This is an optimization exercise on Yosys and OpenROAD, whose aim is small area, a short achievable clock period and few clock cycles, not a production implementation. Function was checked by simulation only, so behaviour that the tests miss may differ from the original. Power figures rest on the tool's default switching activity, not on a simulated workload.

==> flow/config.mk <==
export PLATFORM = sky130hd
export DESIGN_NAME = topmodule
export DESIGN_NICKNAME = topmodule
export VERILOG_FILES = /design/flow/design.v
export SDC_FILE = /design/flow/constraint.sdc
export NUM_CORES = 4
export LEC_CHECK = 0
export CAP_MARGIN = 20
export CORE_MARGIN = 2
export CORE_UTILIZATION = 40
export PLACE_DENSITY = 0.6
export SETUP_SLACK_MARGIN = 0.15
export SLEW_MARGIN = 20
export BUFFER_PORTS_ARGS = -buffer_cell sky130_fd_sc_hd__buf_2
export CTS_ARGS = -sink_clustering_enable -repair_clock_nets -dont_use_dummy_load
==> flow/constraint.sdc <==
create_clock -name core_clock -period 5.5 [get_ports {clk}]
set_input_delay 1.1000 -clock core_clock [delete_from_list [all_inputs] [get_ports {clk}]]
set_output_delay 1.1000 -clock core_clock [all_outputs]
set_load 0.01 [all_outputs]
==> flow/design.v <==
`timescale 1ns / 1ps
module topmodule (
    input clk,
    input en,reset,
    output [31:0] imem_addr,
    input  [31:0] imem_rdata,
    output [31:0] dmem_addr,
    output [31:0] dmem_wdata,
    output dmem_we,
    input  [31:0] dmem_rdata,
    output halted
);
    reg [31:0] pc;
    reg [31:0] sp;
    reg        halt_r;
    reg [31:0] regi [1:15];
    reg        v2;           
    reg [31:0] a2;           
    reg [31:0] b2;           
    reg        ac2, as2;     
    reg        cin2;         
    reg [3:0]  f2;           
    reg [4:0]  w2;           
    reg        wen2;         
    reg        ld2, st2, push2, pop2, call2, ret2;
    reg        br2;          
    reg        pred2;        
    reg [2:0]  c2;           
    reg        retd2;        
    wire [32:0] sum33 = {a2, 1'b1} + {b2, cin2};
    wire [31:0] sum = sum33[32:1];
    reg  [3:0]  lut2;        
    always @(*) begin
        case (f2)
            4'd2: lut2 = 4'b1000;
            4'd3: lut2 = 4'b1110;
            4'd4: lut2 = 4'b0110;
            4'd5: lut2 = 4'b0011;
            4'd6, 4'd7, 4'd8, 4'd11: lut2 = 4'b1100;
            default: lut2 = 4'b0000;
        endcase
    end
    wire        arith = (f2 == 4'd0) | (f2 == 4'd1) | (f2 == 4'd9) | (f2 == 4'd10);
    wire        shl   = (f2 == 4'd6) & b2[0];
    wire        shr   = ((f2 == 4'd7) | (f2 == 4'd8)) & b2[0];
    wire        fill  = (f2 == 4'd7) & a2[31];
    reg  [31:0] res;
    integer j;
    always @(*) begin
        for (j = 0; j < 32; j = j + 1)
            res[j] = arith ? sum[j] :
                     shl ? ((j == 0) ? 1'b0 : a2[(j + 31) % 32]) :
                     shr ? ((j == 31) ? fill : a2[(j + 1) % 32]) :
                     lut2[{a2[j], b2[j]}];
    end
    function [29:0] inc30(input [29:0] x);
        integer i;
        for (i = 0; i < 30; i = i + 1)
            inc30[i] = x[i] ^ (&(x | ~({30{1'b1}} >> (30 - i))));
    endfunction
    function [29:0] dec30(input [29:0] x);
        integer i;
        for (i = 0; i < 30; i = i + 1)
            dec30[i] = x[i] ^ ~(|(x & ({30{1'b1}} >> (30 - i))));
    endfunction
    wire [31:0] spp4 = {inc30(sp[31:2]), sp[1:0]};
    wire [31:0] spm4 = {dec30(sp[31:2]), sp[1:0]};
    wire        ldw   = ld2 | pop2;
    wire [31:0] wd2   = ldw ? dmem_rdata : res;
    wire        wr2   = v2 & wen2;
    reg taken2;
    always @(*) begin
        case (c2)
            3'd0: taken2 = a2[31];
            3'd1: taken2 = ~a2[31];
            default: taken2 = (a2 == 32'd0);
        endcase
    end
    wire        redirect = v2 & ((ret2 & ~retd2) | (br2 & (taken2 ^ pred2)));
    wire [31:0] sp_s = ~v2 ? sp : (push2 | call2) ? spm4 : (pop2 | ret2) ? spp4 : sp;
    wire [31:0] sp_d = (wr2 && w2 == 5'd16) ? wd2 : sp_s;
    wire [11:0] bhi   = b2[31:20];
    wire        ainc  = ac2 & ~as2;
    wire        adec  = ~ac2 & as2;
    reg  [11:0] aflip;
    integer k;
    always @(*) begin
        for (k = 0; k < 12; k = k + 1)
            aflip[k] = (ainc & (&(bhi | ~({12{1'b1}} >> (12 - k))))) |
                       (adec & ~(|(bhi & ({12{1'b1}} >> (12 - k)))));
    end
    wire [31:0] maddr = {bhi ^ aflip, b2[19:0]};
    assign dmem_addr  = (ld2 | st2) ? maddr : (push2 | call2) ? sp : spp4;
    assign dmem_wdata = call2 ? b2 : a2;
    assign dmem_we    = en & v2 & (st2 | push2 | call2);
    assign imem_addr  = pc;
    assign halted     = halt_r;
    wire [31:0] ir = imem_rdata;
    wire [3:0]  op = ir[31:28];
    wire is_alur = (op == 4'd0);
    wire is_alui = (op == 4'd1) || (op == 4'd8);
    wire is_mem  = (op == 4'd2);
    wire is_jmp  = (op == 4'd3);
    wire is_br   = (op == 4'd4);
    wire is_stk  = (op == 4'd5);
    wire is_call = (op == 4'd6);
    wire is_ret  = (op == 4'd7);
    wire is_halt = (op == 4'd9);
    function [31:0] rdraw(input [4:0] r);
        integer k;
        begin
            rdraw = 32'd0;
            for (k = 1; k < 16; k = k + 1)
                rdraw = rdraw | ({32{r == k}} & regi[k]);
        end
    endfunction
    function [31:0] rdreg(input [4:0] r, input [31:0] raw);
        if (r[4]) rdreg = sp_d;
        else if (wr2 && w2 == r && r != 5'd0) rdreg = wd2;
        else rdreg = raw;
    endfunction
    wire [31:0] ra_raw = rdraw(ir[27:23]);
    wire [31:0] rb_raw = rdraw(ir[22:18]);
    wire [31:0] ra = rdreg(ir[27:23], ra_raw);
    wire [31:0] rb = rdreg(ir[22:18], rb_raw);
    wire [4:0]  rbase = ir[27:23];
    wire [31:0] base  = rbase[4] ? sp : ra_raw;
    wire        fwd_a = (wr2 & (w2 == rbase)) | (rbase[4] & v2 & (push2 | pop2 | call2 | ret2));
    wire        hazard = is_mem & fwd_a;
    wire [31:0] imm   = {{18{ir[17]}}, ir[17:4]};
    wire [20:0] alo   = {1'b0, base[19:0]} + {1'b0, imm[19:0]};
    wire [31:0] addr1 = {base[31:20], alo[19:0]};
    wire [3:0]  f1    = (is_alur | is_alui) ? ir[3:0] : 4'd0;
    wire        use4  = (f1 == 4'd9) | (f1 == 4'd10);
    wire        sub1  = (f1 == 4'd1) | (f1 == 4'd10);
    wire [31:0] bsel  = use4 ? 32'd4 : is_alur ? rb : imm;
    wire [31:0] npc    = {inc30(pc[31:2]), pc[1:0]};
    wire [29:0] offs   = is_br ? {{11{ir[22]}}, ir[22:4]} : {{2{ir[27]}}, ir[27:0]};
    wire [30:0] t31    = {pc[31:2], 1'b1} + {offs, 1'b1};
    wire [31:0] tgt_j  = {t31[30:1], pc[1:0]};
    wire [31:0] tgt_b  = tgt_j;
    wire [4:0]  w1   = is_alur ? ir[17:13] : is_stk ? ir[27:23] : ir[22:18];
    wire        wen1 = is_alur | is_alui | (is_mem & ~ir[0]) | (is_stk & ir[0]);
    wire        bdyn = (ir[2:0] == 3'd0) | (ir[2:0] == 3'd1) | (ir[2:0] == 3'd2);
    reg taken1;
    always @(*) begin
        case (ir[2:0])
            3'd7: taken1 = 1'b0;
            3'd0: taken1 = base[31];
            3'd1: taken1 = ~base[31];
            3'd2: taken1 = (base == 32'd0);
            default: taken1 = 1'b1;
        endcase
    end
    wire        bpred = is_br & bdyn & fwd_a;
    wire        pt1  = is_br & (bpred ? ir[22] : taken1);
    wire        rfast = is_ret & ~(ld2 | st2 | push2 | pop2 | call2 | ret2) & ~(wr2 & w2 == 5'd16);
    always @(posedge clk) begin
        if (reset) begin
            pc <= 32'd0;
            v2 <= 1'b0;
            halt_r <= 1'b0;
        end else if (en && !halt_r) begin
            if (redirect) pc <= ret2 ? dmem_rdata : b2;
            else if (hazard | is_halt) pc <= pc;
            else if (rfast) pc <= dmem_rdata;
            else if (is_jmp | is_call) pc <= tgt_j;
            else if (pt1) pc <= tgt_b;
            else pc <= npc;
            v2 <= ~redirect & ~is_halt & ~hazard;
            if (is_halt & ~redirect) halt_r <= 1'b1;
        end
    end
    always @(posedge clk) begin
        if (en) begin
            a2    <= (is_mem & ir[0]) ? rb : ra;
            b2    <= is_mem ? addr1 : (is_call | (bpred & ir[22])) ? npc : bpred ? tgt_b :
                     sub1 ? ~bsel : bsel;
            ac2   <= alo[20];
            as2   <= ir[17];
            br2   <= bpred;
            pred2 <= ir[22];
            c2    <= ir[2:0];
            cin2  <= sub1;
            f2    <= f1;
            w2    <= w1;
            wen2  <= wen1;
            ld2   <= is_mem & ~ir[0];
            st2   <= is_mem & ir[0];
            push2 <= is_stk & ~ir[0];
            pop2  <= is_stk & ir[0];
            call2 <= is_call;
            ret2  <= is_ret;
            retd2 <= rfast;
        end
    end
    always @(posedge clk) begin
        if (en && wr2 && w2[4] == 1'b0 && w2[3:0] != 4'd0) regi[w2[3:0]] <= wd2;
    end
    always @(posedge clk) begin
        if (reset) sp <= 32'd900;
        else if (en) sp <= sp_d;
    end
endmodule
==> flow/flow/run.sh <==
#!/bin/bash
# Standard layout (the standard.sh, unchanged synthesis) with extra ORFS
# settings from flow/extra.mk appended to the config: plain buffers on the
# ports instead of the default delay-cell buffers, and no dummy loads in the
# clock tree.
set -euo pipefail
cat flow/extra.mk >> config.mk
bash standard.sh > standard.log 2>&1
==> flow/flow/extra.mk <==
export BUFFER_PORTS_ARGS = -buffer_cell sky130_fd_sc_hd__buf_2
export CTS_ARGS = -sink_clustering_enable -repair_clock_nets -dont_use_dummy_load
==> flow/standard.sh <==
#!/bin/bash
# synth_recipe.tcl (not shown) runs the flow's synth.tcl, then flattens the netlist and writes it again
# the make line also repeats each setting of config.mk as NAME=value (left out here)
make -C /OpenROAD-flow-scripts/flow DESIGN_CONFIG=/design/flow/config.mk WORK_HOME=/design/flow/orfs CLKGATE_MAP_FILE= SYNTH_SCRIPT=/design/flow/synth_recipe.tcl "${@:-finish}"
==> summary.txt <==
outcome complete, no violations; Power Density 273.4 nW/um2; GRT Util Overall 0.3832; CTS Hold Buffers Added 0; DP Cell Count 5565; antenna-violating nets left 0; number of flops mapped to enable cells by yosys 569; Clk pwr share 0.326; peak supply drop 0.2024 mV; CTS buffer count 72; clock-pin transition on the worst setup and hold timing paths 60 ps; R2R cell count 12; Combinational Power Share 0.228; fin crit period 5195 ps; CTS H-tree depth 3; max-cap check violation count 0; via count 39260; vias per inst 6.957; ys async rst share 0; Seq pwr share 0.446; hold crit path type reg -> reg; Chip Width 321.9 um; Nets 4509; pre-CTS setup slack -96.49 ps; Critical-path top delay cell a41oi_1; fin. max-slew vios 0; reg-to-reg endpoint b2[11]$_DFFE_PP_; syn avg cell area 10.00 um2; Crit path buffers/inverters 0; CTS tree done; final setup skew 83.35 ps; Setup-failing EPs final 0; Ys Warns 1; area growth from synthesis to layout 15.58%; Clk Latency, worst-skew pair 670 ps; GR Overflow Total 0; Synth Flop Type edfxtp_1; Min-Delay Path Depth 2; final hold vios 0; Root Buffer clkbuf_16; largest net degree at the start of global routing 54; # DRC 0; initial antenna violation count 6; die area 103600 um2; core area 100100 um2; Yosys top cell area share 0.4228; P_int 8767 uW; setup_tns 0 ps; number of global-route vias before repair 35560; synth cell count leaders edfxtp_1, nand2_1, a22oi_1; crit path DAT 5580 ps; CP Max Fanout 10; sequential area share after synthesis 0.4575; CP Class reg -> reg; Slew headroom 0.2529; Non-Filler Instances 5643; Worst Hold Launch halt_r$_SDFFE_PP0P_; post-synth top area cell edfxtp_1; Die Span Y 321.9 um; most area-consuming cells after synthesis edfxtp_1, a22oi_1, nand2_1; Sw Ratio 0.3134; CP Launch Type flop; Slew @ Worst Pin 1111 ps; Placer Congestion 1.037; family with the most delay on the worst path compound AO/OA/AOI/OAI gates; Syn Nets 4209; R2R Path Start b2[0]$_DFFE_PP_; drt total wl 204300 um; clk sinks 639; Initial Util 0.4035; WP data required 5880 ps; cell leakage power 0.01755 uW; Fmax 192.5 MHz; hpwl dp 150600 um; I/O Buffers 164; TritonRoute pass-1 iters 8; first-pass GRT wire length 281300 um; Min-Delay Endpoint halt_r$_SDFFE_PP0P_; Synth Cell Area 40410 um2; highest cell delay on the worst timing path 660 ps; fin worst setup slack 304.9 ps; Worst Setup End Kind flop; overall power 12770 uW; Reg2Reg Setup Slack 300 ps; Longest Clk Path Bufs 3; Post-CTS Setup Bufs 0; critical-path cell list fa_1, a211oi_1, o21ai_0, a221oi_1, nand3_1, a41oi_1, o21ai_0, a22oi_1, o211ai_1, mux2i_1, o211ai_1, a21oi_1; FP Rows 116; library cells used by synthesis 96; total net switching power 4002 uW; Routed WL per cell 36.21 um; RSZ-0062 raised after global routing false; num ports 165; most numerous cell in the Yosys netlist edfxtp_1; initial drt markers 7385; share of cells above drive strength 1 0.1809; CTS resizes 0; Seq cells post-synth 639; crit share post-route 0.9446; Post-Synthesis Cells 4041
-- registers in the layout, indices dropped and copies added, names as in the netlist, 3 cells and up --
name,flops
pc,32
regi,480
b2,32
c2,3
lut2,4
f2,4
a2,32
w2,5
sp,32
-- worst min-delay path: cells and delay by family (launching register included) --
| family | cells | cell delay, ps |
|---|---|---|
| compound gates | 1 | 60 |
| simple gates | 1 | 80 |
| flops | 1 | 380 |
-- per-stage QoR --
stage,hold WS [ps],utilization,instance area (um2)
3_5_place_dp,552.7,0.4481,44880
3_3_place_gp,545.3,0.4481,44880
4_1_cts,564.8,0.4661,46680
5_1_grt,596.2,0.4663,46700
6_report,553.5,0.4664,46710
2_1_floorplan,458.8,-,40410
-- layout make-up --
| class | instances | area, um2 |
|---|---|---|
| Multi-Input combinational cell | 3047 | 20860 |
| Tap cell | 1298 | 1624 |
| Antenna cell | 6 | 15.01 |
| Sequential cell | 639 | 18490 |
| Timing Repair Buffer | 518 | 3685 |
| Clock buffer | 72 | 1802 |
| Fill cell | 9352 | 53440 |
| Inverter | 63 | 236.5 |
-- power by group through the flow --
stage	sequential, uW	combinational (uW)	clock, uW
global route	5680	3030	4320
CTS	5670	2790	4160
global placement	5770	2770	0
floorplan	5670	1530	0
finish	5690	2920	4160
detailed placement	5770	2770	0
-- per-layer routing --
| layer | track usage | share of wire | vias up |
|---|---|---|---|
| met5 | 0 | 0.00021 | - |
| met4 | 0.2207 | 0.072 | 6 |
| met3 | 0.1004 | 0.13 | 642 |
| met2 | 0.5649 | 0.42 | 3261 |
| met1 | 0.5079 | 0.38 | 19050 |
| li1 | - | - | 16310 |
-- worst max path at each step --
| stage | to | slack [ps] | depth (start not counted) | start |
|---|---|---|---|---|
| after detailed placement | b2[18]$_DFFE_PP_ | -100 | 19 | imem_rdata[26] |
| after global placement | b2[19]$_DFFE_PP_ | -10 | 20 | imem_rdata[24] |
| after floorplan | b2[19]$_DFFE_PP_ | 480 | 21 | imem_rdata[25] |
| final | b2[11]$_DFFE_PP_ | 300 | 12 | b2[0]$_DFFE_PP_ |
| after CTS | dmem_addr[31] | 480 | 12 | sp[2]$_SDFFE_PP1P_ |
| after global routing | b2[19]$_DFFE_PP_ | 170 | 22 | imem_rdata[25] |
-- cells in the final DEF (no fill, tap or decap), types with 34 or more instances in the layout --
master     Yosys  final
a222oi_1      45     45
ha_1          98     98
nor2_1       350    314
nor2_4         0     36
buf_2         29    163
nor3_1        70     62
nand2_1      409    408
clkbuf_16      0     72
inv_1         62     62
a211oi_1      49     49
o21ai_0      173    165
mux2i_1      120    120
edfxtp_1     569    569
nand3_1      105    105
xnor2_1       98     98
and3_1        69     69
xor2_1        63     63
nand4_1       52     52
a21o_1        34     34
buf_4          9    338
o211ai_1      49     49
a21oi_1      200    199
a22oi_1      373    373
mux2_2        50     50
or3_1         37     37
dfxtp_1       70     70
-- logic make-up (layout without fill, tap and decap cells) --
group	count (synthesis)	in the layout	synth area share
simple gates	1336	1336	0.1604
compound gates	1247	1247	0.2182
flops	639	639	0.4575
buf+inv	355	653	0.03573
mux	202	202	0.06149
xor+xnor	161	161	0.03489
fa+ha+maj	101	101	0.03183
other cells	0	6	0
Testbench counts, summed over its fixed seeds: cycles 73,073.

-- separate check: timing with driven ports --
Ports are ideal in the flow. The routed layout listed here was re-timed in OpenROAD.
Step 1 sets driving cells, clkbuf_16 on the clock port and buf_2 on the other inputs (assumed; they add their load-dependent delay and slew).
Step 2 also shifts input and output timing later by t, the mid clock arrival at the registers, as if the neighbouring blocks saw the same clock.
a / b / c = no drivers / after step 1 / after step 2; a / b = the first two.
shift t [ns]: 0.703
slack for setup (ns): 0.305 / 0.305 / -0.303
slew at the worst register clock pin (ns): 0.06 / 0.06
pins driven straight from the clock port: 1
Met with ideal ports but missed after step 2: setup timing in this run. The setup slack of this run moves by 0.000 ns with the drivers and by -0.608 ns with both steps.
